What follows belongs to an exercise in optimizing a design on an open flow for small area, a short achievable clock period and few clock cycles; a production flow would make more cautious choices. The RTL was checked by simulation tests, not by an equivalence proof against the original design. Power and IR drop assume default switching activity.

Setup of build 41:
==> flow/design.v (excerpt) <==
module finder(clk,rst_n,wr,din,find,dfind,full,is,location);
==> flow/config.mk <==
export PLATFORM = sky130hd
export DESIGN_NAME = finder
export DESIGN_NICKNAME = finder
export VERILOG_FILES = /design/flow/design.v
export SDC_FILE = /design/flow/constraint.sdc
export NUM_CORES = 4
export LEC_CHECK = 0
export CAP_MARGIN = 20
export CORE_MARGIN = 2
export CORE_UTILIZATION = 40
export CTS_BUF_LIST = sky130_fd_sc_hd__clkbuf_8
export CTS_CLUSTER_DIAMETER = 60
export CTS_CLUSTER_SIZE = 18
export SETUP_SLACK_MARGIN = 4.5
export SLEW_MARGIN = 20
export TNS_END_PERCENT = 10
==> flow/constraint.sdc <==
create_clock -name core_clock -period 8.0 [get_ports {clk}]
set_input_delay 1.6000 -clock core_clock [delete_from_list [all_inputs] [get_ports {clk}]]
set_output_delay 1.6000 -clock core_clock [all_outputs]
set_load 0.01 [all_outputs]
run.sh (not shown) runs the stock make flow with config.mk's settings and CLKGATE_MAP_FILE= SYNTH_SCRIPT=/design/flow/synth_recipe.tcl, a recipe that flattens the netlist after the stock synthesis.
Testbench counts of build 41, summed over its fixed seeds: cycles 2,400.
--- input diff build 41..build 34 ---
- an added ABC_AREA of 1
- a deleted TNS_END_PERCENT that had been 10
[summary]
Build 34 has completed all stages; timing, DRC and antenna checks passed. Build 34: share of the core filled with cells 1.5 points above build 41. Comparing build 34 and build 41, the higher xor/xnor cell area share of the yosys netlist is on build 41. Build 41 vs build 34, capturing instance or port of the critical path: fm_r[5] vs fm_r[1]. Re final worst hold slack: build 34 is 0.066 ns down on build 41. Any difference in aggregate routed wire length between build 34 and build 41 is small enough to ignore. Build 41 → build 34: number of stages on the worst setup path up 40, number of global-route vias before repair picked up an extra 16%, part of the total power dissipated in the clock network shows a reduction of 1.5 points. Going from build 41 to build 34, clock skew picked up an extra 0.031 ns; synthesized area saw an increase. Sum of internal, switching and leakage power deteriorates in build 34 relative to build 41.
Input changes introduced in build 19 (baseline for comparison: build 34):
- clearing ABC_AREA, which used to be 1
==> comparison <==
Worst hold-check slack ends up lower on build 34.
Diff build 34 -> build 19 | clock latency of the later-clocked register in the worst-skew pair | decrease of 0.02 ns
Side by side, power share of the sequential group turned out higher in build 19 than in build 34.
Of build 19 and build 34, build 34 shows the higher final routed wirelength across all metal layers, with build 19 below it.
Sequential cell area share on build 19 is up relative to build 34.
Delta (build 19 minus build 34): complex-gate fraction of the synthesized area has increased; total nets after synthesis went down 680; required time of the worst setup path decreased by 2.10 ns relative to the old numbers.
Relative to build 19, the following input files were edited for build 50:
- CORE_UTILIZATION now 65, was 40
[summary]
In the route summary, build 50 ends up with a via count exceeding that of build 19.
TritonCTS buffer count: lower on build 50
Build 50 ended up with a lower routed wire length than build 19 did.
Lower clock power among build 19 and build 50: build 50
Re post-route cell area: build 19 was higher than build 50.
Build 19 -> build 50: global-route wire length before repair decreased by a few percent
In build 50 relative to build 19, width of the die had gone down by more than 10%.
In the reports for build 19 and build 50, the larger combinational cell fraction of total power belongs to build 50.

========
The RTL this note starts from:
==> flow/design.v <==
module finder(clk,rst_n,wr,din,find,dfind,full,is,location);
	input clk;
	input rst_n;
	input wr;
	input [7:0] din;
	input find;
	input [7:0] dfind;
	output reg full;
	output reg is;
	output [5:0] location;
	reg [7:0] mem [0:62];
	reg [5:0] pointer;
	always @(posedge clk or negedge rst_n)
		if (!rst_n) begin
			pointer <= 6'd0;
			full <= 1'b0;
		end else if (wr) begin
			if (pointer != 6'd63) begin
				pointer <= pointer + 6'd1;
				full <= 1'b0;
			end else begin
				pointer <= 6'd0;
				full <= 1'b1;
			end
		end
	genvar i;
	generate
		for (i = 0; i < 63; i = i + 1) begin : g_mem
			always @(posedge clk)
				if (wr && pointer == i)
					mem[i] <= din;
		end
	endgenerate
	wire [63:0] m;
	wire [63:0] h;
	generate
		for (i = 0; i < 63; i = i + 1) begin : g_cmp
			assign m[i] = (mem[i] == dfind);
			assign h[i] = m[i] & (location <= i);
		end
	endgenerate
	assign m[63] = 1'b0;
	assign h[63] = 1'b0;
	function [6:0] first64(input [63:0] v);
		reg [5:0] idx;
		integer k;
		begin
			idx = 6'd0;
			for (k = 63; k >= 0; k = k - 1)
				if (v[k]) idx = k;
			first64 = {|v, idx};
		end
	endfunction
	wire [6:0] fh = first64(h);
	wire [6:0] fm = first64(m);
	reg [5:0] fh_r, fm_r;
	reg anyh_r;
	always @(posedge clk or negedge rst_n)
		if (!rst_n) begin
			is <= 1'b0;
			anyh_r <= 1'b0;
			fh_r <= 6'd0;
			fm_r <= 6'd0;
		end else if (find) begin
			is <= fm[6];
			anyh_r <= fh[6];
			fh_r <= fh[5:0];
			fm_r <= fm[5:0];
		end
	assign location = anyh_r ? fh_r : fm_r;
endmodule
clock: 8.0 ns
lec_check: 0
cap_margin: 20
core_margin: 2
core_utilization: 40
cts_buf_list: sky130_fd_sc_hd__clkbuf_8
cts_cluster_diameter: 60
cts_cluster_size: 18
place_density: 0.75
setup_slack_margin: 4.5
slew_margin: 20
Testbench counts at the start, summed over its fixed seeds: cycles 2,400.
Rerun with:
==> flow/flow/run.sh (new file) <==
#!/bin/bash
# Standard layout (standard synthesis and every standard step), with ORFS's
# power recovery enabled after global-route repair: it downsizes cells on
# paths that have slack to spare.
set -euo pipefail
bash standard.sh RECOVER_POWER=100 finish > flow_make.log 2>&1
==> flow/standard.sh (new file) <==
#!/bin/bash
# synth_recipe.tcl (not shown) runs the flow's synth.tcl, then flattens the netlist and writes it again
# the make line also repeats each setting of config.mk as NAME=value (left out here)
make -C /OpenROAD-flow-scripts/flow DESIGN_CONFIG=/design/flow/config.mk WORK_HOME=/design/flow/orfs CLKGATE_MAP_FILE= SYNTH_SCRIPT=/design/flow/synth_recipe.tcl "${@:-finish}"
PLACE_DENSITY = not set   (was 0.75)
removed: flow/run.sh
Now the flow ran to the end with violations: max-capacitance violations, max-slew violations.
Sequential power is about the same.
Setup slack degrades by 1.5 ns.
Critical path depth came out higher by 8.
Routed wire length came out higher slightly.
Utilization came out lower by 0.73 points.
Power came out higher by a few percent.
Clock-buffer cell count came out higher by 7.
Area after synthesis stays the same.
Final area came out lower slightly.
Sequential share of layout area came out higher by 0.86 points.
Rerun with:
==> flow/run.sh (new file) <==
#!/bin/bash
# synth_recipe.tcl (not shown) runs the flow's synth.tcl, then flattens the netlist and writes it again
# the make line also repeats each setting of config.mk as NAME=value (left out here)
make -C /OpenROAD-flow-scripts/flow DESIGN_CONFIG=/design/flow/config.mk WORK_HOME=/design/flow/orfs CLKGATE_MAP_FILE= SYNTH_SCRIPT=/design/flow/synth_recipe.tcl finish
ABC_CLOCK_PERIOD_IN_PS = 1500   (was not set)
removed: flow/flow/run.sh
removed: flow/standard.sh
With this change the flow passed the timing, DRC and antenna checks.
Setup slack improved by 1.6 ns.
Register-to-register slack is better by 0.41 ns.
Synthesized cell count stays the same.
Final cell count is about the same.
Via count barely changes.
Area after synthesis is unchanged.
Design area climbs slightly.
Wire length is about the same.
Sequential power barely changes.
Hold slack gains 0.0059 ns.
Rerun with:
ABC_CLOCK_PERIOD_IN_PS = not set   (was 1500)
CTS_BUF_LIST = not set   (was sky130_fd_sc_hd__clkbuf_8)
CTS_CLUSTER_DIAMETER = not set   (was 60)
CTS_CLUSTER_SIZE = not set   (was 18)
SETUP_SLACK_MARGIN = 5.0   (was 4.5)
What happened:
- The new run went through all stages and came out clean
- clock-buffer cell count increases by 18
- clock skew decreases by 0.033 ns
- final cell count increases by 7.0%
- global-route usage increases by 2.4 points
- first-iteration DRC count increases by 5.9%
- worst hold slack improved by 0.085 ns
- final area increases by 12%
- power increases by 18%
- core utilization increases by 5.7 points

==> re-timing with driven ports <==
The flow's constraints put no driver on any port. The routed layouts listed below were extracted and timed again, unchanged, in two steps.
Step 1 sets driving cells, clkbuf_16 on the clock port and buf_2 on the other inputs (assumed; they add their load-dependent delay and slew).
Step 2 also shifts input and output timing later by t, the mid clock arrival at the registers, as if the neighbouring blocks saw the same clock.
a / b / c = ideal / step 1 / step 2; a / b = the first two.
run | t, ns | slack for setup (ns) | hold slack, ns | pins driven straight from the clock port
build 41 | 0.716 | 4.319 / 4.188 / 3.472 | 0.559 / 0.559 / 0.559 | 1
build 34 | 0.719 | 2.675 / 2.674 / 1.955 | 0.493 / 0.493 / 0.493 | 1
build 19 | 0.707 | 4.498 / 4.392 / 3.685 | 0.521 / 0.521 / 0.521 | 1
build 50 | 0.701 | 4.410 / 4.259 / 3.559 | 0.533 / 0.533 / 0.533 | 1
the first run of note 2 | 0.699 | 4.427 / 4.260 / 3.561 | 0.544 / 0.544 / 0.544 | 1
the second run of note 2 | 0.704 | 2.885 / 2.745 / 2.041 | 0.516 / 0.516 / 0.516 | 1
the third run of note 2 | 0.707 | 4.498 / 4.392 / 3.685 | 0.521 / 0.521 / 0.521 | 1
the fourth run of note 2 | 0.680 | 4.340 / 4.205 / 3.525 | 0.607 / 0.607 / 0.607 | 1
The setup slack of the first run of note 2, which loses most, moves by -0.167 ns with the drivers and by -0.866 ns with both steps.
